Source: an optimization exercise on an open RTL-to-GDS flow (aim: a short achievable clock period and few clock cycles). Production flows keep margins and buffers that such runs may drop. In this exercise RTL edits were held to simulation tests only and were not proved equivalent to the original. Power figures rest on the tool's default switching activity, not on a simulated workload.

== v6 ==
// rv32_core
module rv32_core (
  input logic clk,
  input logic rst_n,
  output logic [31:0] imem_addr,
  input logic [31:0] imem_rdata,
  output logic dmem_valid,
  output logic dmem_we,
  output logic [31:0] dmem_addr,
  output logic [31:0] dmem_wdata,
  output logic [3:0] dmem_wstrb,
  input logic dmem_ready,
  input logic [31:0] dmem_rdata,
  output logic mmio_we,
  output logic [31:0] mmio_addr,
  output logic [31:0] mmio_wdata,
  input logic [31:0] mmio_rdata
);
  localparam int BHT_N = 64;
  logic stall_mem;    
  logic stall_id;     
  logic redirect;     
  logic [31:0] redirect_pc;
  logic [31:0] pc_q, pc_a, pc_b, pc_b_d, if_pc4;
  logic pc_sel;
  logic [31:0] fi;
  logic f_is_jal, f_is_br, f_pred, f_bpred;
  logic [1:0] bht [0:BHT_N-1];
  logic [1:0] f_ctr;
  assign pc_q = ({32{pc_sel}} & pc_a) | ({32{!pc_sel}} & pc_b);
  assign imem_addr = pc_q;
  assign fi = imem_rdata;
  logic [31:0] imm_fj, imm_fb;
  logic [31:0] pa4, pb4, pa_tj, pb_tj, pa_tb, pb_tb;
  logic [1:0] ctr_a, ctr_b;
  assign imm_fj = {{12{fi[31]}}, fi[19:12], fi[20], fi[30:21], 1'b0};
  assign imm_fb = {{20{fi[31]}}, fi[7], fi[30:25], fi[11:8], 1'b0};
  assign pa4 = pc_a + 32'd4;
  assign pb4 = pc_b + 32'd4;
  assign pa_tj = pc_a + imm_fj;
  assign pb_tj = pc_b + imm_fj;
  assign pa_tb = pc_a + imm_fb;
  assign pb_tb = pc_b + imm_fb;
  assign ctr_a = bht[pc_a[7:2]];
  assign ctr_b = bht[pc_b[7:2]];
  ...
Size in the first run: roughly 270 I/O pins.
Settings: LEC_CHECK=0, CAP_MARGIN=20, CORE_MARGIN=2, CORE_UTILIZATION=35, PLACE_DENSITY=0.5, SETUP_SLACK_MARGIN=4.0, SLEW_MARGIN=20, TNS_END_PERCENT=100; clock period 8.0 ns.
run.sh (not shown) runs the stock make flow with config.mk's settings and CLKGATE_MAP_FILE= SYNTH_SCRIPT=/design/flow/synth_recipe.tcl, a recipe that flattens the netlist after the stock synthesis.
Testbench counts of v6, summed over its fixed seeds: cycles 174,594.
Inputs modified between v6 and v7:
-- flow/design.v --
<<< v6, line 154
  logic redirect;     
  logic [31:0] redirect_pc;
  logic [31:0] pc_q, pc_a, pc_b, pc_b_d, if_pc4;
  logic pc_sel;
>>> v7, line 154
  logic redirect;     
  logic [31:0] redirect_pc;
  logic id_flip;      
  logic [31:0] id_target;
  logic [31:0] pc_q, pc_a, pc_b, pc_b_d, if_pc4;
  logic pc_sel;
<<< v6, line 180
  assign f_is_jal = (fi[6:0] == rv32_pkg::OP_JAL);
  assign f_is_br = (fi[6:0] == rv32_pkg::OP_BRANCH);
  assign f_bpred = (f_ctr == 2'b11) | ((f_ctr != 2'b00) & fi[31]);
  assign f_pred = f_is_jal | (f_is_br & f_bpred);
  logic s_hold, s_aj, s_bj, s_ab, s_bb, s_a4, s_b4;
  assign s_hold = stall_id;
  assign s_aj = !stall_id && f_pred && pc_sel && fi[3];
  assign s_bj = !stall_id && f_pred && !pc_sel && fi[3];
  assign s_ab = !stall_id && f_pred && pc_sel && !fi[3];
  assign s_bb = !stall_id && f_pred && !pc_sel && !fi[3];
  assign s_a4 = !stall_id && !f_pred && pc_sel;
  assign s_b4 = !stall_id && !f_pred && !pc_sel;
  assign pc_b_d = ({32{s_hold && pc_sel}} & pc_a) | ({32{s_hold && !pc_sel}} & pc_b)
                | ({32{s_aj}} & pa_tj) | ({32{s_bj}} & pb_tj)
                | ({32{s_ab}} & pa_tb) | ({32{s_bb}} & pb_tb)
>>> v7, line 182
  assign f_is_jal = (fi[6:0] == rv32_pkg::OP_JAL);
  assign f_is_br = (fi[6:0] == rv32_pkg::OP_BRANCH);
  assign f_bpred = fi[31];
  assign f_pred = f_is_jal | (f_is_br & f_bpred);
  logic s_aj, s_bj, s_ab, s_bb, s_a4, s_b4;
  logic s_go;
  assign s_go = !id_flip;
  assign s_aj = s_go && f_pred && pc_sel && fi[3];
  assign s_bj = s_go && f_pred && !pc_sel && fi[3];
  assign s_ab = s_go && f_pred && pc_sel && !fi[3];
  assign s_bb = s_go && f_pred && !pc_sel && !fi[3];
  assign s_a4 = s_go && !f_pred && pc_sel;
  assign s_b4 = s_go && !f_pred && !pc_sel;
  assign pc_b_d = ({32{id_flip}} & id_target)
                | ({32{s_aj}} & pa_tj) | ({32{s_bj}} & pb_tj)
                | ({32{s_ab}} & pa_tb) | ({32{s_bb}} & pb_tb)
<<< v6, line 197
  logic [31:0] ifid_pc, ifid_pc4, ifid_instr;
  logic ifid_pred;
  logic [31:1] ifid_rs1oh, ifid_rs2oh;    
  logic [31:0] di;
>>> v7, line 200
  logic [31:0] ifid_pc, ifid_pc4, ifid_instr;
  logic ifid_pred;
  logic [1:0] ifid_ctr;      
  logic [31:1] ifid_rs1oh, ifid_rs2oh;    
  logic [31:0] di;
<<< v6, line 244
  assign d_imm_u = {di[31:12], 12'd0};
  assign d_pcimm = ifid_pc + d_imm_b;
  assign d_alt = ifid_pred ? ifid_pc4 : d_pcimm;
  always_comb begin
    if (d_st) d_imm = d_imm_s;
>>> v7, line 248
  assign d_imm_u = {di[31:12], 12'd0};
  assign d_pcimm = ifid_pc + d_imm_b;
  logic d_pred;
  assign d_pred = !d_br ? ifid_pred : (ifid_ctr == 2'b11) ? 1'b1 : (ifid_ctr == 2'b00) ? 1'b0 : ifid_pred;
  assign id_flip = ifid_valid && d_br && (d_pred != ifid_pred) && !stall_id;
  assign id_target = d_pred ? d_pcimm : ifid_pc4;
  assign d_alt = d_pred ? ifid_pc4 : d_pcimm;
  always_comb begin
    if (d_st) d_imm = d_imm_s;
<<< v6, line 381
      memwb_wr <= 1'b0;
    end else if (!stall_mem) begin
      pc_b <= pc_b_d;
      pc_sel <= redirect;
      if (redirect) ifid_valid <= 1'b0;
      else if (!stall_id) ifid_valid <= 1'b1;
      idex_kill <= redirect;
      idex_wr <= d_go && d_regw;
      idex_ld <= d_go && d_ld;
>>> v7, line 389
      memwb_wr <= 1'b0;
    end else if (!stall_mem) begin
      if (!stall_id) begin
        pc_b <= pc_b_d;
        pc_sel <= redirect;
      end
      if (redirect || id_flip) ifid_valid <= 1'b0;
      else if (!stall_id) ifid_valid <= 1'b1;
      idex_kill <= redirect && ifid_valid;
      idex_wr <= d_go && d_regw;
      idex_ld <= d_go && d_ld;
<<< v6, line 408
        end
        ifid_pred <= f_pred;
      end
      pc_a <= redirect_pc;
      idex_pred <= ifid_pred;
      idex_arith <= d_arith;
      idex_sign <= !d_f3[2];
>>> v7, line 418
        end
        ifid_pred <= f_pred;
        ifid_ctr <= f_ctr;
      end
      if (!stall_id) pc_a <= redirect_pc;
      idex_pred <= d_pred;
      idex_arith <= d_arith;
      idex_sign <= !d_f3[2];
<<< v6, line 423
      idex_sb_br <= d_sb & {3{d_br || d_st}};
      idex_csel <= '0;
      unique case ({d_f3[2:1], d_f3[0] ^ ifid_pred})
        3'b000: idex_csel[0] <= 1'b1;
        3'b001: idex_csel[1] <= 1'b1;
>>> v7, line 434
      idex_sb_br <= d_sb & {3{d_br || d_st}};
      idex_csel <= '0;
      unique case ({d_f3[2:1], d_f3[0] ^ d_pred})
        3'b000: idex_csel[0] <= 1'b1;
        3'b001: idex_csel[1] <= 1'b1;
[summary]
Having completed the whole flow, v7 delivered a layout that passed the timing, DRC and antenna checks. Maximum operating frequency went up slightly going from v6 to v7. Number of library cell types mapped by synthesis was higher in v6 than in v7. In the metrics for v6 and v7, the one carrying the lower number of nets in the finished design is v7. The total power in v7 is 0.931 times that in v6. v7 ends up with lower share of the clock period used by the worst path after layout than v6 does. Diff v6 -> v7: weighted congestion at the end of routability-driven global placement went down by 2.1%; number of global-route vias before repair went down by 816; count of cells resized by post-cts repair went down by 39%.
Testbench counts of v7, summed over its fixed seeds: cycles 178,277.

-- what the ideal ports hide --
Ports are ideal in the flow. The routed layouts listed here were re-timed in OpenROAD. Step 1, drivers: a clkbuf_16 drives clk and a buf_2 each remaining input, both assumed. Step 2, shift: input delay + t, output delay - t, t = (earliest + latest rising clock arrival at the registers) / 2. This alone moves slack from input paths to output paths. a / b / c = ideal / step 1 / step 2; a / b = the first two.
run | shift t [ns] | setup WS [ns] | slew at the worst register clock pin (ns) | worst data-port slew with drivers (ns)
v6 | 0.978 | 3.806 / 3.806 / 3.150 | 0.07 / 0.07 | 0.10
v7 | 0.987 | 3.874 / 3.874 / 3.121 | 0.08 / 0.08 | 0.08
After both steps setup and hold are still met in every run listed. For v7, which loses most, drivers alone change the setup slack by 0.000 ns; drivers and shift together by -0.753 ns.
